Background: an optimization exercise with open tools, aiming at small area. Do not read the settings as production practice.
In this exercise RTL edits were held to simulation tests only and were not proved equivalent to the original.
Power is estimated from default activity; no workload was simulated. The clock port is modelled as an ideal driver; clocking choices that lean on that would not hold on a real chip.

## old
// adc16_top
module adc16_top(
 	input                  CLK,
    input                  RESET_n,
	input                  RX1,
	output                 TX1,
    input   wire           CLKOUT_U10_n,
    input   wire           CLKOUT_U11_n,
    input   wire           CLKOUT_U12_n,
    input   wire           CLKOUT_U13_n,
    input   wire           CLKOUT_U14_n,
    input   wire           CLKOUT_U15_n,
    input   wire           CLKOUT_U16_n,
    input   wire           CLKOUT_U17_n,
    input   wire           CLKOUT_U18_n,
    input   wire           CLKOUT_U19_n,
    input   wire           CLKOUT_U20_n,
    input   wire           CLKOUT_U21_n,
    input   wire           CLKOUT_U22_n,
    input   wire           CLKOUT_U23_n,
    input   wire           CLKOUT_U24_n,
    input   wire           CLKOUT_U25_n,
    input   wire           CLKOUT_U10_p,
    input   wire           CLKOUT_U11_p,
    input   wire           CLKOUT_U12_p,
    input   wire           CLKOUT_U13_p,
    input   wire           CLKOUT_U14_p,
  ...
==> module uart_tx, before the edit <==
module uart_tx (
input               clk,
input               reset_n,
input               busy,
input               wbit,
output      [2:0]   widx,
output              done,
output reg          TX
);
localparam [8:0] L_END = 9'h0b6;   
reg         [3:0]   cnt_bit;
reg         [8:0]   cnt_clk;
wire                end_cnt_clk = cnt_clk == L_END;
assign widx = ~cnt_bit[2:0];
assign done = busy && end_cnt_clk && cnt_bit == 7;
always @(posedge clk) begin
    if (reset_n && busy && !end_cnt_clk)
        cnt_clk <= {cnt_clk[7:0], ~(cnt_clk[8] ^ cnt_clk[4])};
    else
        cnt_clk <= 0;
end
always @(posedge clk) begin
    if (!reset_n || done)
        cnt_bit <= 0;
    else if (busy && end_cnt_clk)
        cnt_bit <= cnt_bit - 1'b1;
end
always @(posedge clk or negedge reset_n) begin
    if (!reset_n)
        TX <= 1;
    else if (busy && cnt_clk == 0) begin
        if (cnt_bit == 0)
            TX <= 0;
        else if (cnt_bit == 7)
            TX <= 1;
        else
            TX <= wbit;
    end
end
endmodule
==> module DATA_TRANS, before the edit <==
module DATA_TRANS(
    input   wire               CLK_50M,
    input   wire               RESET_n,
    input   wire   [15:0]      DATA_IN_U10,
    input   wire   [15:0]      DATA_IN_U11,
    input   wire   [15:0]      DATA_IN_U12,
    input   wire   [15:0]      DATA_IN_U13,
    input   wire   [15:0]      DATA_IN_U14,
    input   wire   [15:0]      DATA_IN_U15,
    input   wire   [15:0]      DATA_IN_U16,
    input   wire   [15:0]      DATA_IN_U17,
    input   wire   [15:0]      DATA_IN_U18,
    input   wire   [15:0]      DATA_IN_U19,
    input   wire   [15:0]      DATA_IN_U20,
    input   wire   [15:0]      DATA_IN_U21,
    input   wire   [15:0]      DATA_IN_U22,
    input   wire   [15:0]      DATA_IN_U23,
    input   wire   [15:0]      DATA_IN_U24,
    input   wire   [15:0]      DATA_IN_U25,
    input   wire               RX,
    output  wire               TX
    );
    localparam S_START = 3'd0,   
               S_WAIT  = 3'd1,   
               S_NEXT  = 3'd2,   
               S_SET   = 3'd3,
               S_REQ   = 3'd4,
               S_BUSY  = 3'd5,   
               S_POST  = 3'd6;   
    wire            [255:0]    DATA_IN = {DATA_IN_U25, DATA_IN_U24, DATA_IN_U23, DATA_IN_U22, DATA_IN_U21, DATA_IN_U20, DATA_IN_U19, DATA_IN_U18, DATA_IN_U17, DATA_IN_U16, DATA_IN_U15, DATA_IN_U14, DATA_IN_U13, DATA_IN_U12, DATA_IN_U11, DATA_IN_U10};
    reg             [255:0]    DATA;
    reg             [ 2:0]     STATE;
    reg             [ 5:0]     BYTE;       
    wire                       RX_FF;
    wire                       RX_00;
    wire            [ 2:0]     widx;
    wire                       done;
    always @(posedge CLK_50M) begin
        if (STATE == S_WAIT && RX_FF)
            DATA <= DATA_IN;
    end
    always @(posedge CLK_50M) begin
        if (!RESET_n) begin
            STATE <= S_START;
        end else begin
            case (STATE)
                S_START: STATE <= S_WAIT;
                S_WAIT: begin
                    BYTE <= 0;
                    if (RX_FF)
                        STATE <= S_NEXT;
                end
                S_NEXT: begin
                    if (!BYTE[5])
                        STATE <= S_SET;
                    else if (RX_00)
                        STATE <= S_START;
                end
                S_SET:  STATE <= S_REQ;
                S_REQ:  STATE <= S_BUSY;
                S_BUSY: if (done) STATE <= S_POST;
                S_POST: begin
                    BYTE <= BYTE + 1'b1;
                    STATE <= BYTE[0] ? S_NEXT : S_SET;
                end
                default: STATE <= S_START;
            endcase
        end
    end
    UART_RX i2(
        .CLK        (CLK_50M),
        .RESET_n    (RESET_n),
        .RX         (RX),
        .RX_FF      (RX_FF),
        .RX_00      (RX_00)
    );
    uart_tx i1 (
        .clk        (CLK_50M),
        .reset_n    (RESET_n),
        .busy       (STATE == S_BUSY),
        .wbit       (DATA[{BYTE[4:0], widx}]),
        .widx       (widx),
        .done       (done),
        .TX         (TX)
    );
endmodule
clock: 20.0 ns
lec_check: 0
cap_margin: 0
core_margin: 2
core_utilization: 65
place_density: 0.75
slew_margin: 0
standard.sh (not shown) runs the stock make flow with config.mk's settings and CLKGATE_MAP_FILE= SYNTH_SCRIPT=/design/flow/synth_recipe.tcl, a recipe that flattens the netlist after the stock synthesis.
==> flow/flow/run.sh <==
#!/bin/bash
# The standard layout (standard.sh) with three changes:
#  - synthesis maps the combinational logic with an area-oriented ABC script;
#  - port buffers are sky130_fd_sc_hd__buf_1 instead of the default cell;
#  - clock-tree sinks are clustered into groups of up to 30, without dummy loads.
set -euo pipefail
W=$PWD
export CUSTOM_ABC_SCRIPT=$W/flow/abc_area.script
export FLOW_SYNTH_TCL=$W/synth_recipe.tcl
bash standard.sh \
  "SYNTH_SCRIPT=$W/flow/synth.tcl" \
  "BUFFER_PORTS_ARGS=-buffer_cell sky130_fd_sc_hd__buf_1" \
  "CTS_ARGS=-sink_clustering_enable -repair_clock_nets -sink_clustering_size 30 -sink_clustering_max_diameter 200 -dont_use_dummy_load" \
  finish > standard.log 2>&1
==> flow/flow/abc_area.script <==
strash
&get -n
&st
&syn2
&dch
&put
amap -m
==> flow/flow/synth.tcl <==
# The standard synthesis (synth_recipe.tcl), with Yosys's abc pass given
# an area-oriented ABC script (abc_area.script beside this file) in place of
# ORFS's speed script. Only the combinational mapping changes: the flip-flops
# are mapped by dfflibmap before abc runs, exactly as in the standard flow.
proc abc {args} {
  set i [lsearch -exact $args -script]
  if {$i >= 0} { lset args [expr {$i + 1}] $::env(CUSTOM_ABC_SCRIPT) }
  yosys abc {*}$args
}
source $::env(FLOW_SYNTH_TCL)
Modified inputs, new compared to old
diff --git a/flow/design.v b/flow/design.v
--- a/flow/design.v
+++ b/flow/design.v
@@ -65,18 +65,18 @@
 input               clk,
 input               reset_n,
 input               busy,
 input               wbit,
-output      [2:0]   widx,
+output      [3:0]   bitno,
 output              done,
 output reg          TX
 );
 localparam [8:0] L_END = 9'h0b6;   
 reg         [3:0]   cnt_bit;
 reg         [8:0]   cnt_clk;
 wire                end_cnt_clk = cnt_clk == L_END;
-assign widx = ~cnt_bit[2:0];
-assign done = busy && end_cnt_clk && cnt_bit == 7;
+assign bitno = cnt_bit;
+assign done = busy && end_cnt_clk && cnt_bit == 9;
 always @(posedge clk) begin
     if (reset_n && busy && !end_cnt_clk)
         cnt_clk <= {cnt_clk[7:0], ~(cnt_clk[8] ^ cnt_clk[4])};
     else
@@ -85,17 +85,17 @@
 always @(posedge clk) begin
     if (!reset_n || done)
         cnt_bit <= 0;
     else if (busy && end_cnt_clk)
-        cnt_bit <= cnt_bit - 1'b1;
+        cnt_bit <= cnt_bit + 1'b1;
 end
 always @(posedge clk or negedge reset_n) begin
     if (!reset_n)
         TX <= 1;
     else if (busy && cnt_clk == 0) begin
         if (cnt_bit == 0)
             TX <= 0;
-        else if (cnt_bit == 7)
+        else if (cnt_bit == 9)
             TX <= 1;
         else
             TX <= wbit;
     end
@@ -234,18 +234,42 @@
                S_REQ   = 3'd4,
                S_BUSY  = 3'd5,   
                S_POST  = 3'd6;   
     wire            [255:0]    DATA_IN = {DATA_IN_U25, DATA_IN_U24, DATA_IN_U23, DATA_IN_U22, DATA_IN_U21, DATA_IN_U20, DATA_IN_U19, DATA_IN_U18, DATA_IN_U17, DATA_IN_U16, DATA_IN_U15, DATA_IN_U14, DATA_IN_U13, DATA_IN_U12, DATA_IN_U11, DATA_IN_U10};
-    reg             [255:0]    DATA;
+    reg             [255:0]    RING;
+    reg             [ 3:0]     PHASE;
+    reg                        NBIT;
     reg             [ 2:0]     STATE;
     reg             [ 5:0]     BYTE;       
     wire                       RX_FF;
     wire                       RX_00;
-    wire            [ 2:0]     widx;
+    wire            [ 3:0]     bitno;
     wire                       done;
+    wire                       load = STATE == S_WAIT && RX_FF;
+    wire            [15:0]     head;
+    wire                       empty = STATE == S_WAIT || (BYTE[4:0] == 31 && bitno[3]);
+    genvar c, j;
+    generate
+        for (c = 0; c < 16; c = c + 1) begin : g_ring
+            for (j = 0; j < 16; j = j + 2) begin : g_st
+                always @(posedge CLK_50M) begin
+                    RING[16*c+j]   <= ~((load & DATA_IN[16*c+j]) | RING[16*c+j+1]);
+                    RING[16*c+j+1] <= ~((!load | DATA_IN[16*c+j+1]) &
+                                        (j == 14 ? (RING[16*c] | empty) : RING[16*c+j+2]));
+                end
+            end
+            assign head[c] = RING[16*c];
+        end
+    endgenerate
+    always @(posedge CLK_50M) begin
+        if (load)
+            PHASE <= 4'd0;
+        else
+            PHASE <= PHASE + 1'b1;
+    end
     always @(posedge CLK_50M) begin
-        if (STATE == S_WAIT && RX_FF)
-            DATA <= DATA_IN;
+        if (PHASE == {BYTE[0], bitno[2:0]})
+            NBIT <= head[BYTE[4:1]] ^ !PHASE[0];
     end
     always @(posedge CLK_50M) begin
         if (!RESET_n) begin
             STATE <= S_START;
@@ -284,10 +308,10 @@
     uart_tx i1 (
         .clk        (CLK_50M),
         .reset_n    (RESET_n),
         .busy       (STATE == S_BUSY),
-        .wbit       (DATA[{BYTE[4:0], widx}]),
-        .widx       (widx),
+        .wbit       (NBIT),
+        .bitno      (bitno),
         .done       (done),
         .TX         (TX)
     );
 endmodule
==> notes.md <==
- Cell-internal power: new higher than old
- Row clock period minus final worst setup slack: new higher / old lower
- old → new: number of fill cells in the layout shrank by 135, sequential cell count grew by about 0.9%, number of buffers created by CTS grew by 1, number of synthesized flops with an enable pin shrank by about 50%.
- Run comparison: new slowest cell on the critical path sky130_fd_sc_hd__clkbuf_2; old slowest cell on the critical path sky130_fd_sc_hd__a21oi_1

re-timing with driven ports:
Ports are ideal in the flow. The routed layouts listed here were re-timed in OpenROAD. Step 1: set_driving_cell puts a clkbuf_16 on CLK and a buf_2 on each other input, an assumption about the parent block. Step 2 adds t to the input delays and takes it off the output delays; t is the mean of the earliest and latest rising clock arrival at the registers after step 1. Input paths then give back, and output paths get back, about the clock's delay inside the block. a / b / c = ideal ports / drivers / drivers and shift; a / b = the first two.
| run | t (ns) | setup slack, ns | latest minus earliest clock arrival (ns) | worst slew at a driven data input, ns | cell pins on the clock port's net |
|---|---|---|---|---|---|
| old | 0.595 | 14.600 / 14.628 / 14.034 | 0.033 / 0.033 | 0.10 | 1 |
| new | 0.578 | 14.439 / 14.467 / 13.889 | 0.063 / 0.064 | 0.08 | 1 |
After both steps setup and hold are still met in every run listed. The setup slack of old, which loses most, moves by +0.028 ns with the drivers and by -0.566 ns with both steps.
